Source: an optimization exercise on an open RTL-to-GDS flow (aim: small area, a short achievable clock period and few clock cycles). Production flows keep margins and buffers that such runs may drop. No functional check of the RTL was part of this run. No activity file was given, so power comes from the tool's default toggle rates.

===== flow/config.mk =====
export PLATFORM = sky130hd
export DESIGN_NAME = knn_top
export DESIGN_NICKNAME = knn_top
export VERILOG_FILES = /design/flow/design.v
export SDC_FILE = /design/flow/constraint.sdc
export NUM_CORES = 4
export LEC_CHECK = 0
export CAP_MARGIN = 20
export CORE_MARGIN = 2
export CORE_UTILIZATION = 40
export SLEW_MARGIN = 20

===== flow/constraint.sdc =====
create_clock -name core_clock -period 21.0 [get_ports {clk}]
set_input_delay 4.2000 -clock core_clock [delete_from_list [all_inputs] [get_ports {clk}]]
set_output_delay 4.2000 -clock core_clock [all_outputs]
set_load 0.01 [all_outputs]

===== flow/design.v =====
`timescale 1ns / 1ps
module knn_distance_cal #(
    parameter DATA_WIDTH = 8,
    parameter FEATURES   = 8
    )
    (
    input                           clk,
    input                           rst_n,
    input [DATA_WIDTH*FEATURES-1:0] train_data,
    input                           train_label,
    input                           sample_valid,
    input [DATA_WIDTH*FEATURES-1:0] test_data,
    output reg [DATA_WIDTH-1:0]     distance_o,
    output reg                      label_o,
    output reg                      valid_o
    );
    reg [DATA_WIDTH*FEATURES-1:0] diff_q;
    reg                           label_q;
    reg                           valid_q;
    integer i;
    reg [DATA_WIDTH-1:0] a, b;
    reg [DATA_WIDTH*FEATURES-1:0] diff_d;
    always @(*) begin
        for (i = 0; i < FEATURES; i = i + 1) begin
            a = train_data[i*DATA_WIDTH +: DATA_WIDTH];
            b = test_data [i*DATA_WIDTH +: DATA_WIDTH];
            diff_d[i*DATA_WIDTH +: DATA_WIDTH] = (a > b) ? (a - b) : (b - a);
        end
    end
    always @(posedge clk) begin
        diff_q  <= diff_d;
        label_q <= train_label;
        if (!rst_n) valid_q <= 1'b0;
        else        valid_q <= sample_valid;
    end
    function [DATA_WIDTH-1:0] max2(input [DATA_WIDTH-1:0] x, input [DATA_WIDTH-1:0] y);
        max2 = (x > y) ? x : y;
    endfunction
    wire [DATA_WIDTH-1:0] m0 = max2(diff_q[0*DATA_WIDTH +: DATA_WIDTH], diff_q[1*DATA_WIDTH +: DATA_WIDTH]);
    wire [DATA_WIDTH-1:0] m1 = max2(diff_q[2*DATA_WIDTH +: DATA_WIDTH], diff_q[3*DATA_WIDTH +: DATA_WIDTH]);
    wire [DATA_WIDTH-1:0] m2 = max2(diff_q[4*DATA_WIDTH +: DATA_WIDTH], diff_q[5*DATA_WIDTH +: DATA_WIDTH]);
    wire [DATA_WIDTH-1:0] m3 = max2(diff_q[6*DATA_WIDTH +: DATA_WIDTH], diff_q[7*DATA_WIDTH +: DATA_WIDTH]);
    wire [DATA_WIDTH-1:0] m01 = max2(m0, m1);
    wire [DATA_WIDTH-1:0] m23 = max2(m2, m3);
    always @(posedge clk) begin
        distance_o <= max2(m01, m23);
        label_o    <= label_q;
        if (!rst_n) valid_o <= 1'b0;
        else        valid_o <= valid_q;
    end
endmodule
`timescale 1ns / 1ps
module knn_distance_comporator #(
    parameter DATA_WIDTH = 8,
    parameter K          = 5
    )
    (
    input                           clk,
    input                           rst_n,
    input [DATA_WIDTH-1:0]          distance_i,
    input                           label_i,
    input                           valid_i,         
    input                           clear_i,         
    input                           show_i,          
    output reg                      valid_o,
    output reg                      label_o
    );
    reg [DATA_WIDTH-1:0] top_dist  [0:K-1];
    reg                  top_label [0:K-1];
    reg [DATA_WIDTH-1:0] nxt_dist  [0:K-1];
    reg                  nxt_label [0:K-1];
    reg [K-1:0]          lt;
    reg [3:0]            sum;
    integer i;
    always @(*) begin
        for (i = 0; i < K; i = i + 1)
            lt[i] = valid_i && (distance_i < top_dist[i]);
        for (i = 0; i < K; i = i + 1) begin
            if (i > 0 && lt[i > 0 ? i-1 : 0]) begin
                nxt_dist[i]  = top_dist[i > 0 ? i-1 : 0];
                nxt_label[i] = top_label[i > 0 ? i-1 : 0];
            end else if (lt[i]) begin
                nxt_dist[i]  = distance_i;
                nxt_label[i] = label_i;
            end else begin
                nxt_dist[i]  = top_dist[i];
                nxt_label[i] = top_label[i];
            end
        end
        sum = 0;
        for (i = 0; i < K; i = i + 1)
            sum = sum + nxt_label[i];
    end
    always @(posedge clk) begin
        for (i = 0; i < K; i = i + 1) begin
            if (!rst_n || clear_i) begin
                top_dist[i]  <= {DATA_WIDTH{1'b1}};
                top_label[i] <= 1'b0;
            end else begin
                top_dist[i]  <= nxt_dist[i];
                top_label[i] <= nxt_label[i];
            end
        end
        if (!rst_n) begin
            valid_o <= 1'b0;
            label_o <= 1'b0;
        end else begin
            valid_o <= show_i;
            label_o <= show_i && (sum > (K/2));
        end
    end
endmodule
`timescale 1ns / 1ps
module knn_top #(
    parameter DATA_WIDTH = 8,
    parameter FEATURES   = 8,
    parameter K          = 5
    )(
    input                           clk                 ,
    input                           rst_n               ,
    input [DATA_WIDTH*FEATURES-1:0] train_data          ,
    input                           train_label         ,
    input                           data_valid          ,
    input                           training_done       ,
    input [DATA_WIDTH*FEATURES-1:0] test_data           ,
    output                          predicted_valid_o   ,
    output                          predicted_label_o
    );
    wire [DATA_WIDTH-1:0] distance;
    wire                  label;
    wire                  dvalid;
    reg td1;
    always @(posedge clk) begin
        if (!rst_n) td1 <= 1'b0;
        else        td1 <= training_done;
    end
    knn_distance_cal #(
        .DATA_WIDTH (DATA_WIDTH),
        .FEATURES   (FEATURES  )
    ) knn_distance_cal_inst (
        .clk          (clk                          ),
        .rst_n        (rst_n                        ),
        .train_data   (train_data                   ),
        .train_label  (train_label                  ),
        .sample_valid (data_valid & ~training_done  ),
        .test_data    (test_data                    ),
        .distance_o   (distance                     ),
        .label_o      (label                        ),
        .valid_o      (dvalid                       )
    );
    knn_distance_comporator #(
        .DATA_WIDTH (DATA_WIDTH),
        .K          (K         )
    ) knn_distance_comparator_inst (
        .clk        (clk                                        ),
        .rst_n      (rst_n                                      ),
        .distance_i (distance                                   ),
        .label_i    (label                                      ),
        .valid_i    (dvalid                                     ),
        .clear_i    (predicted_valid_o & ~training_done         ),
        .show_i     (training_done & td1                        ),
        .valid_o    (predicted_valid_o                          ),
        .label_o    (predicted_label_o                          )
    );
endmodule

===== flow/run.sh =====
#!/bin/bash
# synth_recipe.tcl (not shown) runs the flow's synth.tcl, then flattens the netlist and writes it again
# the make line also repeats each setting of config.mk as NAME=value (left out here)
make -C /OpenROAD-flow-scripts/flow DESIGN_CONFIG=/design/flow/config.mk WORK_HOME=/design/flow/orfs CLKGATE_MAP_FILE= SYNTH_SCRIPT=/design/flow/synth_recipe.tcl finish

==> run_results.csv <==
group,metric,value,unit
outcome,status,"complete, no violations",
detailed_routing,routedWlPerCell,13.7,um
logic_synthesis,yosys.area.top_type,"sky130_fd_sc_hd__ha_1",
logic_synthesis,muxShareOfSynthArea,0.0813,
logic_synthesis,synth_top_area_frac,0.212,
logic_synthesis,yosys.area_share.simple,0.134,
logic_synthesis,syn_avg_cell_area,8.43,um2
logic_synthesis,post_synth_inst_count,1483,
sta,tns,0,ps
place,preCtsSetupSlack,13300,ps
pwr,power_density,123,nW/um2
worst_setup_path,arr_time_crit_path,7600,ps
die,core-area,30700,um2
worst_setup_path,cpPeakStageDelay,780,ps
sta,slew-limit-headroom,0.345,
global_routing,grt_antenna_before_repair,0,
logic_synthesis,proportion_of_synthesized_chip_area_in_sequential_cells,0.199,
sta,timing.final.setup_violations,0,
logic_synthesis,synthMostInstantiatedCell,"sky130_fd_sc_hd__inv_1",
detailed_routing,detail_route.drc_violations,0,
clock_network,tritoncts.num_buffers,17,
cells_and_area,antennaDiodeCount,0,
logic_synthesis,mappedNetlistArea,12500,um2
cells_and_area,seqCellArea,2480,um2
worst_setup_path,critPathLaunchType,"input port",
detailed_routing,routed-via-count,10500,
detailed_routing,avgViaCountPerCell,5.23,
pwr,static-leakage-power,7.40,nW
worst_setup_path,critical_path.endpoint_type,"flip-flop",
logic_synthesis,synth_seq_cells,124,
global_routing,grt_first_pass_wirelength,47500,um
cells_and_area,area_growth,17.7,%
sta,worst_clock_skew,9.18,ps
cells_and_area,final_cells,2005,
logic_synthesis,yosys.area_share.adder,0.241,
sta,number_of_hold_slack_violations_in_the_final_timing_report,0,
logic_synthesis,synth.top_cells.by_count,"sky130_fd_sc_hd__inv_1 (237), sky130_fd_sc_hd__ha_1 (212), sky130_fd_sc_hd__dfxtp_1 (124)",
cells_and_area,layout_cell_share_with_drive_strength_beyond_1,0.0646,
place,post-place-cells,1973,
sta,slew_violations,0,
global_routing,grt_usage,0.169,
pwr,totalPowerFinal,1.81,mW
cells_and_area,multi_input_comb_area,8880,um2
cells_and_area,design.final.nets,1959,
global_routing,vias_in_the_first_global_route,10300,
clock_network,clkLatencyLatePin,410,ps
die,design.portCount,135,
place,port-buffer-count,134,
clock_network,htree_levels,4,
die,core.rowCount,64,
die,floorplan.die.height,181,um
min_path,holdCritPathClass,"reg -> reg",
clock_network,cts_tree,"done",
sta,fmaxAchievable,0.137,GHz
worst_setup_path,critPathMaxFanout,13,
sta,timing_worst_slew_pin_value,977,ps
place,place_hpwl,22000,um
die,die_area,32700,um2
logic_synthesis,synth_top_cells_by_area,"sky130_fd_sc_hd__ha_1 (21%), sky130_fd_sc_hd__dfxtp_1 (20%), sky130_fd_sc_hd__inv_1 (7.1%), sky130_fd_sc_hd__mux2i_1 (4.9%), sky130_fd_sc_hd__fa_1 (2.9%)",
detailed_routing,drt_wl_total,27400,um
clock_network,cts.clk_slew.worst_paths,60,ps
sta,grt_setup_unrepaired,"false",
cells_and_area,final.fill_count,3023,
logic_synthesis,fraction_of_synthesis_flops_using_an_asynchronous_set_or_reset_pin,0,
detailed_routing,first_iter_violations,498,
flow_run,maxCapViolations,0,
worst_setup_path,cp.buffers_inverters,2,
worst_setup_path,timing.critical_path.slowest_stage_cell,"sky130_fd_sc_hd__o21ai_1",
worst_setup_path,worstSetupPathType,"in -> reg",
sta,finalWorstSetupSlack,13700,ps
die,initial_utilization,0.408,
logic_synthesis,main_synth_ff_type,"sky130_fd_sc_hd__dfxtp_1",
worst_setup_path,worst_path_most_repeated_cell,"sky130_fd_sc_hd__o21ai_1",
logic_synthesis,synth-edff-count,0,
logic_synthesis,mappedNetlistNets,1846,
clock_network,cts_setup_buffers,0,
logic_synthesis,synth_top_family_by_area,"adder cells",
global_routing,gr-total-overflow,0,
clock_network,cts.root.buffer_cell,"sky130_fd_sc_hd__clkbuf_16",
clock_network,sink_count,124,
logic_synthesis,synthXorXnorAreaFrac,0.0336,
logic_synthesis,yosys_warnings,7,
detailed_routing,dr.pass1.iters,7,
worst_setup_path,worst-endpoint-required,21290,ps
worst_setup_path,worstPathCellList,"clkdlybuf4s50_1 > inv_1 > ha_1 > fa_1 > nor2b_1 > o31a_1 > o21ai_1 > o21ai_1 > mux2_2 > nor3_1 > o21ai_1 > xor2_1",
sta,min_period_over_period,0.348,
worst_setup_path,cp_top_family,"compound AO/OA/AOI/OAI gates",
detailed_routing,antenna_left,0,
pwr,worst_ir_drop_vdd,0.187,mV
die,horizontal_extent_of_the_die,181,um
clock_network,max-clock-path-buffers,2,
sta,finalWorstPathRequiredPeriod,7300,ps
global_routing,grt_start_max_net_pins,46,
clock_network,post_cts_gate_resize_count,0,
place,place_congestion,0.856,
logic_synthesis,netlist-cell-type-count,68,
clock_network,post_cts_hold_buffer_count,0,
logic_synthesis,synth_area_in_compound_gates,0.219,
-- where the power goes --
| group | internal, mW | leakage, nW | total, mW | switching, mW |
|---|---|---|---|---|
| registers | 0.293 | 1.03 | 0.344 | 0.0514 |
| logic | 0.494 | 6.08 | 1.18 | 0.682 |
| clock network | 0.178 | 0.284 | 0.289 | 0.110 |
| total | 0.965 | 7.40 | 1.81 | 0.843 |
-- per-layer routing --
metal | up-vias | wire length [um] | GRT usage
met5 | - | 0 | 0
met4 | 0 | 212 | 0.0297
met3 | 17 | 841 | 0.0264
met2 | 154 | 12700 | 0.289
met1 | 4853 | 13600 | 0.226
li1 | 5470 | - | -
-- state kept, by name (all words and copies together), names as in the netlist --
name                                    flops
knn_distance_cal_inst.diff_q               64
knn_distance_comparator_inst.top_dist      40
knn_distance_cal_inst.distance_o            8
knn_distance_comparator_inst.top_label      5
knn_distance_cal_inst.label_o               1
knn_distance_cal_inst.label_q               1
knn_distance_cal_inst.valid_o               1
knn_distance_cal_inst.valid_q               1
knn_distance_comparator_inst.label_o        1
knn_distance_comparator_inst.valid_o        1
td1                                         1
-- kinds of logic after synthesis --
kind of cell               count (synthesis)
AOI/OAI and AO/OA                        381
xor gates and xnor gates                  48
adders and majority gates                230
buffers and inverters                    281
DFF                                      124
muxes                                     96
and+or+nand+nor                          323
-- through the flow --
step                 util  hold slack (ps)  cell area, um2
floorplan               -              310           12500
detailed placement  0.460              328           14100
global route        0.479              354           14700
finish              0.479              331           14700
global placement    0.460              336           14100
CTS                 0.479              336           14700
-- cell usage in the layout, fill, tap and decap left out, types with 6 or more instances in the layout --
master and instances:
sky130_fd_sc_hd__inv_1 237, sky130_fd_sc_hd__ha_1 212, sky130_fd_sc_hd__clkdlybuf4s50_1 134, sky130_fd_sc_hd__dfxtp_1 124, sky130_fd_sc_hd__nand2_1 78, sky130_fd_sc_hd__nor3_1 62, sky130_fd_sc_hd__mux2i_1 61, sky130_fd_sc_hd__o21ai_0 57
sky130_fd_sc_hd__a21oi_1 56, sky130_fd_sc_hd__o211ai_1 47, sky130_fd_sc_hd__a21o_1 46, sky130_fd_sc_hd__nor2_1 38, sky130_fd_sc_hd__nand3_1 32, sky130_fd_sc_hd__mux2_2 30, sky130_fd_sc_hd__o21a_1 27, sky130_fd_sc_hd__xnor2_1 26
sky130_fd_sc_hd__xor2_1 22, sky130_fd_sc_hd__a31oi_1 22, sky130_fd_sc_hd__nor2b_1 20, sky130_fd_sc_hd__o21ai_1 19, sky130_fd_sc_hd__fa_1 18, sky130_fd_sc_hd__clkbuf_16 17, sky130_fd_sc_hd__and3_1 16, sky130_fd_sc_hd__nor4_1 16
sky130_fd_sc_hd__nand2b_1 14, sky130_fd_sc_hd__nand4_1 10, sky130_fd_sc_hd__o31a_1 10, sky130_fd_sc_hd__a211oi_1 9, sky130_fd_sc_hd__or3_1 9, sky130_fd_sc_hd__o211a_1 9, sky130_fd_sc_hd__o21bai_1 9, sky130_fd_sc_hd__o2111a_1 9
sky130_fd_sc_hd__o221ai_1 8, sky130_fd_sc_hd__and4_1 7, sky130_fd_sc_hd__o311ai_0 7, sky130_fd_sc_hd__o31ai_1 7, sky130_fd_sc_hd__a311oi_1 7, sky130_fd_sc_hd__nand3b_1 6
-- worst paths after layout --
check	slack (ps)	depth (start not counted)	end	from
worst max-delay path	13700	12	knn_distance_cal_inst.diff_q[37]	train_data[32]
worst min-delay path	330	0	knn_distance_cal_inst.label_o	knn_distance_cal_inst.label_q
worst max register to register	14900	22	knn_distance_cal_inst.distance_o[6]	knn_distance_cal_inst.diff_q[14]
worst min register to register	330	0	knn_distance_cal_inst.label_o	knn_distance_cal_inst.label_q
-- cell type report --
cell class,count,area share
clock buffers,19,0.0301
multi-input cells,1078,0.604
flip-flops and latches,124,0.169
clock inverters,13,0.00970
inverters,237,0.0605
repair buffers,138,0.0933
well taps,396,0.0337

## re-timing with driven ports
How much do the figures lean on ideal ports? The routed layout below was timed once more, with nothing changed but the port constraints. Step 1 (the two cells are an assumption about what drives the block):
set clk [get_ports {clk}]
set_driving_cell -lib_cell sky130_fd_sc_hd__clkbuf_16 $clk
set_driving_cell -lib_cell sky130_fd_sc_hd__buf_2 [delete_from_list [all_inputs] $clk]
Step 2 moves the port delays by t, midway between the first and last clock arrival at a register: inputs arrive t later, outputs are due t later. That takes back most of the time a late clock gives input paths. Three values: ideal, step 1, step 2; two values: the first two.
t, ns: 0.452
setup WS [ns]: 13.698 / 13.715 / 13.264
latest minus earliest clock arrival (ns): 0.009 / 0.009
slew at the worst register clock pin (ns): 0.06 / 0.06
After both steps this run still meets setup and hold. For this run, drivers alone change the setup slack by +0.017 ns; drivers and shift together by -0.434 ns.
